Context: an optimization exercise on an open-source flow, tuned for small area. The choices shown serve that exercise and are no tape-out recipe. The RTL was checked by simulation tests, not by an equivalence proof against the original design. Power and IR drop assume default switching activity.

==> violet <==
Design ov2640_cfg_top, start of the top module:
module ov2640_cfg_top (
    input        clk,                
    input        rst_n,              
    input        zoom_in,            
    input        zoom_out,           
    input        resend,             
    output       config_finished,    
    output       sioc,               
    output       siod_o,             
    output       siod_oe,            
    output       cam_reset,          
    output       cam_pwdn            
);
==> flow/config.mk <==
export PLATFORM = sky130hd
export DESIGN_NAME = ov2640_cfg_top
export DESIGN_NICKNAME = ov2640_cfg_top
export VERILOG_FILES = /design/flow/design.v
export SDC_FILE = /design/flow/constraint.sdc
export NUM_CORES = 4
export LEC_CHECK = 0
export CAP_MARGIN = 20
export CORE_MARGIN = 2
export CORE_UTILIZATION = 30
export SLEW_MARGIN = 20
==> flow/constraint.sdc <==
create_clock -name core_clock -period 10.0 [get_ports {clk}]
set_input_delay 2.0000 -clock core_clock [delete_from_list [all_inputs] [get_ports {clk}]]
set_output_delay 2.0000 -clock core_clock [all_outputs]
set_load 0.01 [all_outputs]
standard.sh (not shown) runs the stock make flow with config.mk's settings and CLKGATE_MAP_FILE= SYNTH_SCRIPT=/design/flow/synth_recipe.tcl, a recipe that flattens the netlist after the stock synthesis.
==> flow/flow/run.sh <==
#!/bin/bash
# Layout flow: the standard flow (standard.sh) with these changes:
#  - synthesis maps the logic with an area-oriented ABC script
#    (flow/my_abc.script: &deepsyn for 25 minutes, then &dch/&nf mapping with mfs2
#    resubstitution; no gate up-sizing or buffering) instead of ORFS's.
#    flow/my_synth.tcl swaps that script into the abc call and otherwise runs
#    synth_recipe.tcl as it is, so the registers come out as the standard
#    synthesis makes them;
#  - clock tree: clkbuf_8 buffers, no sink clustering, no dummy loads (CTS_ARGS).
# Each tool's full output is in flow_make.log and in orfs/logs/.
set -euo pipefail
work=$(pwd)
sed "s#SYNTH_SCRIPT=[^ ]*#SYNTH_SCRIPT=$work/flow/my_synth.tcl#" standard.sh > my_standard.sh
grep -q "SYNTH_SCRIPT=$work/flow/my_synth.tcl" my_standard.sh
export CTS_ARGS="-repair_clock_nets -buf_list sky130_fd_sc_hd__clkbuf_8 -dont_use_dummy_load"
bash my_standard.sh > flow_make.log 2>&1 || { tail -50 flow_make.log; exit 1; }
tail -5 flow_make.log
==> flow/flow/my_abc.script <==
strash
&get -n
&deepsyn -T 1500
&put
&get -n
&dch -f
&nf -R 1000
&put
mfs2
strash
&get -n
&dch -f
&nf -R 1000
&put
mfs2
strash
&get -n
&dch -f
&nf -R 1000
&put
topo
==> flow/flow/my_synth.tcl <==
# Standard synthesis (synth_recipe.tcl) with two changes to how the logic is
# mapped, none to the registers (they are mapped before either takes effect):
#  - ABC runs flow/my_abc.script, an area-oriented mapping without ORFS's gate
#    up-sizing and buffering, in place of ORFS's script;
#  - Yosys does not pre-map adders to half/full-adder cells (ADDER_MAP_FILE
#    cleared), so ABC maps that logic too.
set my_abc_script [file join [file dirname [file normalize [info script]]] my_abc.script]
set ::env(ADDER_MAP_FILE) ""
proc abc {args} {
  global my_abc_script
  set i [lsearch -exact $args -script]
  if {$i >= 0} { set args [lreplace $args [expr {$i + 1}] [expr {$i + 1}] $my_abc_script] }
  yosys abc {*}$args
}
source [file join [file dirname [file normalize [info script]]] .. synth_recipe.tcl]
==> zinc (differences from violet) <==
==> flow/flow/run.sh (replaced) <==
#!/bin/bash
# Layout flow: the standard flow (standard.sh), with one change: the
# synthesis maps the logic with an area-oriented ABC script (flow/my_abc.script,
# no gate up-sizing or buffering) instead of ORFS's. flow/my_synth.tcl swaps the
# script into the abc call and otherwise runs synth_recipe.tcl as it is, so the
# registers come out as the standard synthesis makes them.
set -euo pipefail
work=$(pwd)
sed "s#SYNTH_SCRIPT=[^ ]*#SYNTH_SCRIPT=$work/flow/my_synth.tcl#" standard.sh > my_standard.sh
grep -q "SYNTH_SCRIPT=$work/flow/my_synth.tcl" my_standard.sh
bash my_standard.sh > flow_make.log 2>&1 || { tail -50 flow_make.log; exit 1; }
tail -5 flow_make.log
==> flow/flow/my_abc.script (replaced) <==
strash
&get -n
&dch
&nf -R 1000
&put
topo
- CORE_UTILIZATION: 30 -> 25
==> results.sh <==
export IMPL_path_clk_slew_ps=90
export IMPL_start_util_pct=30.6
export IMPL_synth_top_area_share_pct=10.7
export IMPL_outcome="complete, no violations"
export IMPL_yosysUniqueCellTypes=51
[end of results for violet]
==> results.sh <==
export IMPL_outcome="complete, no violations"
export IMPL_start_util_pct=25.6
export IMPL_path_clk_slew_ps=60
export IMPL_yosysUniqueCellTypes=50
[end of results for zinc]

* * *

==> run B: inputs <==
ov2640_cfg_top again, from the RTL that the note above started with.
==> flow/config.mk <==
export PLATFORM = sky130hd
export DESIGN_NAME = ov2640_cfg_top
export DESIGN_NICKNAME = ov2640_cfg_top
export VERILOG_FILES = /design/flow/design.v
export SDC_FILE = /design/flow/constraint.sdc
export NUM_CORES = 4
export LEC_CHECK = 0
export CAP_MARGIN = 20
export CORE_MARGIN = 2
export CORE_UTILIZATION = 30
export SLEW_MARGIN = 20
==> flow/constraint.sdc <==
create_clock -name core_clock -period 10.0 [get_ports {clk}]
set_input_delay 2.0000 -clock core_clock [delete_from_list [all_inputs] [get_ports {clk}]]
set_output_delay 2.0000 -clock core_clock [all_outputs]
set_load 0.01 [all_outputs]
==> flow/flow/run.sh <==
#!/bin/bash
# Layout flow: the standard flow (standard.sh) with these changes:
#  - synthesis maps the logic with an area-oriented ABC script
#    (flow/my_abc.script: &deepsyn, then &dch/&nf mapping with mfs2
#    resubstitution; no gate up-sizing or buffering) instead of ORFS's.
#    flow/my_synth.tcl swaps that script into the abc call and otherwise runs
#    synth_recipe.tcl as it is, so the registers come out as the standard
#    synthesis makes them.
# Each tool's full output is in flow_make.log and in orfs/logs/.
set -euo pipefail
work=$(pwd)
sed "s#SYNTH_SCRIPT=[^ ]*#SYNTH_SCRIPT=$work/flow/my_synth.tcl#" standard.sh > my_standard.sh
grep -q "SYNTH_SCRIPT=$work/flow/my_synth.tcl" my_standard.sh
bash my_standard.sh > flow_make.log 2>&1 || { tail -50 flow_make.log; exit 1; }
tail -5 flow_make.log
==> flow/flow/my_abc.script <==
strash
&get -n
&deepsyn -T 900
&put
&get -n
&dch -f
&nf -R 1000
&put
mfs2
strash
&get -n
&dch -f
&nf -R 1000
&put
mfs2
strash
&get -n
&dch -f
&nf -R 1000
&put
topo
Scripts as last shown in full above: flow/flow/my_synth.tcl
==> run C: changes against run B <==
==> flow/flow/run.sh (replaced) <==
#!/bin/bash
# Layout flow: the standard flow (standard.sh) with these changes:
#  - synthesis maps the logic with an area-oriented ABC script
#    (flow/my_abc.script: &deepsyn for 15 minutes, then &dch/&nf mapping with mfs2
#    resubstitution; no gate up-sizing or buffering) instead of ORFS's.
#    flow/my_synth.tcl swaps that script into the abc call and otherwise runs
#    synth_recipe.tcl as it is, so the registers come out as the standard
#    synthesis makes them;
#  - clock tree: clkbuf_8 buffers, no sink clustering, no dummy loads (CTS_ARGS).
# Each tool's full output is in flow_make.log and in orfs/logs/.
set -euo pipefail
work=$(pwd)
sed "s#SYNTH_SCRIPT=[^ ]*#SYNTH_SCRIPT=$work/flow/my_synth.tcl#" standard.sh > my_standard.sh
grep -q "SYNTH_SCRIPT=$work/flow/my_synth.tcl" my_standard.sh
export CTS_ARGS="-repair_clock_nets -buf_list sky130_fd_sc_hd__clkbuf_8 -dont_use_dummy_load"
bash my_standard.sh > flow_make.log 2>&1 || { tail -50 flow_make.log; exit 1; }
tail -5 flow_make.log
CORE_UTILIZATION = 40   (was 30)
==> qor summary <==
Non-clock buffer share: run B 5.97%; run C 4.90%
Y dimension of the die: run B 129 µm; run C 112 µm
Via count: run B 6806; run C 6974
Count of standard-cell rows: run B 45; run C 39
Slowest stage delay, CP: run B 0.61 ns; run C 0.80 ns
Via count of the first global-routing pass: run B 6247; run C 6358
Non-Filler Cell Area, Final: run B 0.00536 mm²; run C 0.00515 mm²
WP buf/inv: run B 3; run C 2
Outcome: run B complete, no violations; run C complete, no violations
Upper clock frequency limit: run B 0.123 GHz; run C 0.125 GHz
Met3 Use GR: run B 8.98%; run C 19.5%
Mean routed wirelength per cell: run B 29.4 µm; run C 30.7 µm
P_leak: run B 1.82 nW; run C 1.73 nW
Clock distribution power: run B 0.177 mW; run C 0.0962 mW
Met1 track demand over resource in global routing: run B 42.4%; run C 50.1%
Overall Power: run B 0.373 mW; run C 0.293 mW
Areal power density over the cells: run B 69.6 mW/mm²; run C 56.8 mW/mm²

-- separate check: timing with driven ports --
The flow's constraints put no driver on any port. The routed layouts listed below were extracted and timed again, unchanged, in two steps. Step 1, drivers: a clkbuf_16 drives clk and a buf_2 each remaining input, both assumed. Step 2 adds t to the input delays and takes it off the output delays; t is the mean of the earliest and latest rising clock arrival at the registers after step 1. Input paths then give back, and output paths get back, about the clock's delay inside the block. Slacks: ideal ports / drivers / drivers and shift; pairs: ideal ports / drivers.
run	t (ns)	setup WS [ns]	latest minus earliest clock arrival (ns)	pins driven straight from the clock port
violet	0.321	1.803 / 1.772 / 2.093	0.026 / 0.025	1
zinc	0.317	2.004 / 1.970 / 2.287	0.008 / 0.008	1
run B	0.322	1.859 / 1.822 / 2.144	0.007 / 0.007	1
run C	0.315	2.018 / 1.990 / 2.304	0.021 / 0.021	1
After both steps setup and hold are still met in every run listed.
